Source: an optimization exercise on an open RTL-to-GDS flow (aim: small area and a short achievable clock period). Production flows keep margins and buffers that such runs may drop. No activity file was given, so power comes from the tool's default toggle rates.

Setup of main:
==> flow/design.v <==
`timescale 1ns / 1ps
module getOmega(
   input clk,
   input sck,
   input mosi,
   input ssel,
   output reg [39:0] omega,
   output reg chg,
   output wire sr40
);
    reg [2:0] SCKr;
    reg [1:0] SSELr;
    reg [1:0] MOSIr;
    always @(posedge clk) begin
        SCKr  <= {SCKr[1:0], sck};
        SSELr <= {SSELr[0], ssel};
        MOSIr <= {MOSIr[0], mosi};
    end
    wire sck_rise = ~SCKr[2] & SCKr[1];
    wire idle = SSELr[1];
    reg [40:0] sr;
    always @(posedge clk)
        if (sck_rise)
            sr <= {sr[39:0], MOSIr[1]};
    always @(posedge clk) begin
        if (idle)
            omega <= sr[39:0];
        chg <= idle & (sr[39:0] != omega);
    end
    assign sr40 = sr[40];
endmodule
module pfx_add #(parameter W = 8, parameter L = 3, parameter CI_LATE = 1) (a, b, ci, s, co);    
	input [W-1:0] a, b;
	input ci;
	output [W-1:0] s;
	output co;
	wire [W-1:0] p = a ^ b;
	wire [W-1:0] g = a & b;
	wire [(L+1)*W-1:0] gg, pp;
	assign gg[W-1:0] = CI_LATE ? g : {g[W-1:1], g[0] | (p[0] & ci)};
	assign pp[W-1:0] = p;
	genvar l, i;
	generate
		for (l = 0; l < L; l = l + 1) begin : lv
			for (i = 0; i < W; i = i + 1) begin : bt
				if ((i >> l) & 1) begin : join_
					localparam integer J = ((i >> l) << l) - 1;
					assign gg[(l+1)*W+i] = gg[l*W+i] | (pp[l*W+i] & gg[l*W+J]);
					assign pp[(l+1)*W+i] = pp[l*W+i] & pp[l*W+J];
				end else begin : pass_
					assign gg[(l+1)*W+i] = gg[l*W+i];
					assign pp[(l+1)*W+i] = pp[l*W+i];
				end
			end
		end
	endgenerate
	wire [W-1:0] c = CI_LATE ? gg[L*W +: W] | (pp[L*W +: W] & {W{ci}}) : gg[L*W +: W];    
	assign s = p ^ {c[W-2:0], ci};
	assign co = c[W-1];
endmodule
module capped_adder #(parameter RV1 = 0) (f, kl, kp, km, q1, nk, a1, a2, a3, a4, reset, hi, mid, lo, pos, neg);
	input [39:0] f;
	input [15:0] kl;
	input [12:0] kp;
	input [13:0] km;
	input q1, nk, a1, a2, a3, a4;    
	input reset;
	output [9:0] hi;
	output [1:0] mid;
	output [27:0] lo;
	output pos, neg;
	wire [29:0] k;
	assign k[15:0] = ({16{q1}} & kl) | ({16{nk}} & ~kl);
	assign k[29:16] = ({14{a1}} & {1'b0, kp}) | ({14{a4}} & ~{1'b0, kp})
	                | ({14{a2}} & km) | ({14{a3}} & ~km);
	wire [29:0] t;
	wire c30;
	pfx_add #(.W(30), .L(5), .CI_LATE(0)) add(.a(f[29:0]), .b(k), .ci(nk), .s(t), .co(c30));
	assign lo = t[27:0];
	wire [9:0] fh = f[39:30];
	wire up_ok = ~k[29] & (fh == 10'h1ff);
	wire dn_ok = k[29] & (fh == 10'h200);
	wire [9:0] fh_inc = fh + 10'd1;
	wire [9:0] fh_dec = fh - 10'd1;
	wire [9:0] rv = RV1 ? 10'h1ff : 10'h000;
	wire [9:0] h1 = reset ? rv : up_ok ? 10'h1ff : k[29] ? fh : fh_inc;
	wire [9:0] h0 = reset ? rv : dn_ok ? 10'h200 : k[29] ? fh_dec : fh;
	assign hi = ({10{c30}} & h1) | ({10{~c30}} & h0);
	assign mid = (t[29:28] | {2{pos}}) & ~{2{neg}};
	generate
		if (RV1) begin : rv1
			assign pos = (c30 & up_ok) | reset;
			assign neg = ~c30 & dn_ok & ~reset;
		end else begin : rv0
			assign pos = (c30 & up_ok) | reset;
			assign neg = (~c30 & dn_ok) | reset;
		end
	endgenerate
endmodule
module sd2(clk, reset, en, sd_in, bs_out, bs_out_nr);
input clk, reset;
input en;
input [11:0] sd_in;
output bs_out;
output bs_out_nr;                
reg [13:0] sd_reg1;
reg [13:0] sd_reg2;
wire ns = ~sd_reg1[13];
assign bs_out = ns;
wire [11:0] v = {~sd_in[11], sd_in[10:0]};
wire [12:0] w = {~sd_in[11], sd_in[11:0]};
wire [13:0] s2;
wire c2_unused;
pfx_add #(.W(14), .L(4), .CI_LATE(0)) add2(.a(sd_reg2), .b({1'b0, ns, v}), .ci(ns), .s(s2), .co(c2_unused));
wire [13:0] nx2 = {s2[13] ^ ns, s2[12:0]};
wire [13:0] hs = sd_reg1 ^ sd_reg2 ^ {1'b0, w};
wire [12:0] hc = (sd_reg1[12:0] & sd_reg2[12:0]) | (sd_reg1[12:0] & w) | (sd_reg2[12:0] & w);
wire [13:0] s1;
wire c1_unused;
pfx_add #(.W(14), .L(4), .CI_LATE(0)) add1(.a(hs), .b({hc, ns}), .ci(ns), .s(s1), .co(c1_unused));
wire [13:0] nx1 = {s1[13] ^ ns, s1[12:0]};
wire [13:0] reg1_nx = reset ? 14'd0 : en ? nx1 : sd_reg1;
assign bs_out_nr = ~(en ? nx1[13] : sd_reg1[13]);
always @(posedge clk) begin
	sd_reg1 <= reg1_nx;
	sd_reg2 <= reset ? 14'd0 : en ? nx2 : sd_reg2;
end
endmodule
module sd_two_piece #(parameter [39:0] RESETVAL = 40'd0) (clk, reset, en, kl, kp, km, sel, sd_out, sd_out_nr);
input clk, reset;
input en;
input [15:0] kl;
input [12:0] kp;
input [13:0] km;
input [5:0] sel;              
output sd_out;
output sd_out_nr;             
	reg [9:0] hi;
	reg [1:0] mid;
	reg [27:0] lo;
	reg pos, neg;
	wire [9:0] hi_nx;
	wire [1:0] mid_nx;
	wire [27:0] lo_nx;
	wire pos_nx, neg_nx;
	wire [39:0] feedback = {hi, mid, (lo | {28{pos}}) & ~{28{neg}}};
	capped_adder #(.RV1(RESETVAL != 40'd0)) add(feedback, kl, kp, km,
		sel[5], sel[4], sel[3], sel[2], sel[1], sel[0], reset, hi_nx, mid_nx, lo_nx, pos_nx, neg_nx);
	always @(posedge clk) begin
		hi <= hi_nx;
		mid <= mid_nx;
		lo <= lo_nx;
		pos <= pos_nx;
		neg <= neg_nx;
	end
	sd2 sd_one(
	.clk(clk),
	.reset(reset),
	.en(en),
	.sd_in(feedback[39:28]),
	.bs_out(sd_out),
	.bs_out_nr(sd_out_nr));
endmodule
module sigma_delta_twopiece(clk, reset, en, en_nr, en_rst, kl, kp, km, sd_out);
input clk, reset;
input en;
input en_nr, en_rst;    
input [15:0] kl;
input [12:0] kp;
input [13:0] km;
output [1:0] sd_out;
	wire [1:0] nr;    
	function [5:0] selects(input e, input sk, input so);
		selects = {e & sk, e & ~sk, e & sk & so, e & sk & ~so, e & ~sk & so, e & ~sk & ~so};
	endfunction
	reg [5:0] sel0, sel1;
	always @(posedge clk) begin
		sel0 <= reset ? selects(en_rst, 1'b1, 1'b1) : selects(en_nr, nr[1], nr[0]);
		sel1 <= reset ? selects(en_rst, 1'b0, 1'b1) : selects(en_nr, ~nr[0], nr[1]);
	end
	sd_two_piece #(.RESETVAL(40'h7fffffffff))
	piece_0 (
		.clk(clk),
		.reset(reset),
		.en(en),
		.kl(kl), .kp(kp), .km(km),
		.sel(sel0),
		.sd_out(sd_out[0]),
		.sd_out_nr(nr[0]));
	sd_two_piece #(.RESETVAL(40'h0000000000))
	piece_1 (
		.clk(clk),
		.reset(reset),
		.en(en),
		.kl(kl), .kp(kp), .km(km),
		.sel(sel1),
		.sd_out(sd_out[1]),
		.sd_out_nr(nr[1]));
endmodule
`timescale 1ns / 1ps
module clkDivider(
    input inClk,
    input reset,
    input wire [3:0] od_nx,    
    output reg outEn,
    output wire outEn_nx,      
    output wire outEn_nr,      
    output wire outEn_rst      
    );
    reg [10:0] cnt;
    wire [11:0] c;
    assign c[0] = 1'b1;
    genvar j;
    generate
        for (j = 0; j < 11; j = j + 1) begin : inc
            assign c[j+1] = c[j] & cnt[j];
        end
    endgenerate
    wire [10:0] cnt_inc = cnt ^ c[10:0];
    wire [10:0] cnt_nx = reset ? 11'd0 : cnt_inc;
    wire big = (od_nx <= 4'd1) | (od_nx >= 4'd13);
    wire [11:0] t;
    generate
        for (j = 0; j < 11; j = j + 1) begin : th
            assign t[j] = big | (od_nx <= 11 - j);
        end
    endgenerate
    assign t[11] = 1'b0;
    wire [10:0] r = {t[11:2], t[0] & ~t[1]};
    wire [10:0] ok = ~t[10:0] | ~(cnt ^ r);
    assign outEn_nr = &ok;
    assign outEn_rst = ~t[1];
    assign outEn_nx = reset ? outEn_rst : outEn_nr;
    always @(posedge inClk) begin
        cnt <= cnt_nx;
        outEn <= outEn_nx;
    end
endmodule
`timescale 1ns / 1ps
module main(
    input CLK67MHZ,
    input sckPort,
    input mosiPort,
    input sselPort,
    input resetPort,
    output upPort,
    output downPort
    );
    wire clk = CLK67MHZ;
    wire reset = resetPort;
    wire [39:0] data;
    wire        chg;
    wire        sr40;
    getOmega omega(clk, sckPort, mosiPort, sselPort, data, chg, sr40);
    wire [15:0] kl;
    wire [12:0] kp;
    wire [13:0] km;
    wire [3:0]  od, od_nx;
    bitShifter bs(clk, chg, data, sr40, kl, kp, km, od, od_nx);
    wire en, en_nx, en_nr, en_rst;
    clkDivider getClk(clk, reset, od_nx, en, en_nx, en_nr, en_rst);
    wire [1:0] sdOut;
    sigma_delta_twopiece sigma_delta_twopiece(clk, reset, en, en_nr, en_rst, kl, kp, km, sdOut);
    reg d1, up_r, dn_r;
    always @(posedge clk) begin
        d1   <= sdOut[0];
        up_r <= ~(d1 & sdOut[0]);
        dn_r <= ~(d1 | sdOut[0]);
    end
    assign upPort = up_r;
    assign downPort = dn_r;
endmodule
module bitShifter(clk, chg, inval, sr40, kl, kp, km, outdivider, outdivider_nx);
input clk;
input chg;                   
input [39:0] inval;          
input sr40;                  
output reg [15:0] kl;
output reg [12:0] kp;
output reg [13:0] km;
output reg [3:0] outdivider;
output [3:0] outdivider_nx;
reg [39:0] internal_reg;
reg [3:0] countshift;
reg enable, inreg;
wire finished = |internal_reg[39:28];
assign outdivider_nx = finished ? outdivider : countshift;
always @(posedge clk) begin
    if (chg) begin
        enable <= 1'b1;
        inreg <= 1'b1;
        countshift <= 4'd0;
    end else if (enable) begin
        inreg <= 1'b0;
        if (!inreg && finished)
            countshift <= countshift + 4'd1;
    end
    if (inreg | finished)
        internal_reg <= ({40{inreg & ~chg}} & inval)
                      | ({40{inreg & chg}} & {sr40, inval[39:1]})
                      | ({40{~inreg}} & {1'b0, internal_reg[39:1]});
    if (!finished) begin
        kl <= internal_reg[15:0];
        kp <= {1'b0, internal_reg[27:16]} + 13'd1;
        km <= {2'b00, internal_reg[27:16]} - 14'd1;
        outdivider <= countshift;
    end
end
endmodule
==> flow/config.mk <==
export PLATFORM = sky130hd
export DESIGN_NAME = main
export DESIGN_NICKNAME = main
export VERILOG_FILES = /design/flow/design.v
export SDC_FILE = /design/flow/constraint.sdc
export NUM_CORES = 4
export LEC_CHECK = 0
export ABC_AREA = 1
export CAP_MARGIN = 20
export CORE_MARGIN = 2
export CORE_UTILIZATION = 40
export CTS_CLUSTER_DIAMETER = 120
export CTS_CLUSTER_SIZE = 24
export SLEW_MARGIN = 20
export TNS_END_PERCENT = 5
==> flow/constraint.sdc <==
create_clock -name core_clock -period 10.0 [get_ports {CLK67MHZ}]
set_input_delay 2.0000 -clock core_clock [delete_from_list [all_inputs] [get_ports {CLK67MHZ}]]
set_output_delay 2.0000 -clock core_clock [all_outputs]
set_load 0.01 [all_outputs]
standard.sh (not shown) runs the stock make flow with config.mk's settings and CLKGATE_MAP_FILE= SYNTH_SCRIPT=/design/flow/synth_recipe.tcl, a recipe that flattens the netlist after the stock synthesis.
==> flow/flow/run.sh <==
#!/bin/bash
set -euo pipefail
bash standard.sh SETUP_SLACK_MARGIN=7.0 finish > flow_standard.log 2>&1
Modified inputs, the feature branch compared to main
-- flow/design.v --
<<< main, line 105
output bs_out_nr;                
reg [13:0] sd_reg1;
reg [13:0] sd_reg2;
wire ns = ~sd_reg1[13];
assign bs_out = ns;
wire [11:0] v = {~sd_in[11], sd_in[10:0]};
wire [12:0] w = {~sd_in[11], sd_in[11:0]};
wire [13:0] s2;
wire c2_unused;
pfx_add #(.W(14), .L(4), .CI_LATE(0)) add2(.a(sd_reg2), .b({1'b0, ns, v}), .ci(ns), .s(s2), .co(c2_unused));
wire [13:0] nx2 = {s2[13] ^ ns, s2[12:0]};
wire [13:0] hs = sd_reg1 ^ sd_reg2 ^ {1'b0, w};
wire [12:0] hc = (sd_reg1[12:0] & sd_reg2[12:0]) | (sd_reg1[12:0] & w) | (sd_reg2[12:0] & w);
wire [13:0] s1;
wire c1_unused;
>>> the feature branch, line 105
output bs_out_nr;                
reg [13:0] sd_reg1;
reg [13:0] sd_diff;              
wire ns = ~sd_reg1[13];
assign bs_out = ns;
wire [12:0] w = {~sd_in[11], sd_in[11:0]};
wire [11:0] dc;
assign dc[0] = ns;
genvar j;
generate
	for (j = 0; j < 11; j = j + 1) begin : dinc
		assign dc[j+1] = dc[j] & sd_reg1[j];
	end
endgenerate
wire [2:0] dh = sd_reg1[13:11] + {ns, ns, 1'b1} + {2'b00, dc[11]};
wire [13:0] nxd = {dh, sd_reg1[10:0] ^ dc[10:0]};
wire [13:0] r2 = {sd_reg1[12:0], 1'b1};
wire [13:0] hs = r2 ^ ~sd_diff ^ {1'b0, w};
wire [12:0] hc = (r2[12:0] & ~sd_diff[12:0]) | (r2[12:0] & w) | (~sd_diff[12:0] & w);
wire [13:0] s1;
wire c1_unused;
<<< main, line 124
always @(posedge clk) begin
	sd_reg1 <= reg1_nx;
	sd_reg2 <= reset ? 14'd0 : en ? nx2 : sd_reg2;
end
endmodule
>>> the feature branch, line 130
always @(posedge clk) begin
	sd_reg1 <= reg1_nx;
	sd_diff <= reset ? 14'd0 : en ? nxd : sd_diff;
end
endmodule
==> notes.md <==
- On final clock period utilization by the worst path, main tracks the feature branch almost exactly.
- When the final numbers for main and the feature branch were put side by side, the x dimension of the die turned out to be greater in main.
- Sequential share of power: the feature branch vs main down 9.2 points
- main has lower non-clock inverter count in the final layout than the feature branch.
- Max-capacitance violation count across main and the feature branch: no real change.
- The feature branch completed every stage of the flow, and the final layout passed the timing, DRC and antenna checks.
- Between main and the feature branch, non-clock buffer count is higher for main, the feature branch comes in under that.
- The feature branch vs main, capture point of the critical path: sigma_delta_twopiece.piece_1.sd_one.sd_diff[12] vs downPort
- main was larger in final cell area than the feature branch.
- The feature branch vs. main: final design utilization saw an increase; combinational cell fraction of total power saw an increase.
Function was not checked in any run of this note: the RTL went through the layout flow alone.

-- afterwards: timing with drivers on the ports --
In the flow no input, the clock included, has a driving cell. The finished layouts below were timed again as built, in two steps. Step 1 sets driving cells, clkbuf_16 on the clock port and buf_2 on the other inputs (assumed; they add their load-dependent delay and slew). Step 2 also shifts input and output timing later by t, the mid clock arrival at the registers, as if the neighbouring blocks saw the same clock. Three values: ideal ports, drivers, drivers and shift; two values: the first two.
run	t, ns	slack for setup (ns)	latest minus earliest clock arrival (ns)
main	0.586	7.008 / 6.956 / 6.491	0.018 / 0.018
the feature branch	0.581	7.018 / 6.977 / 6.567	0.026 / 0.026
After both steps setup and hold are still met in every run listed. For main, which loses most, drivers alone change the setup slack by -0.052 ns; drivers and shift together by -0.517 ns.
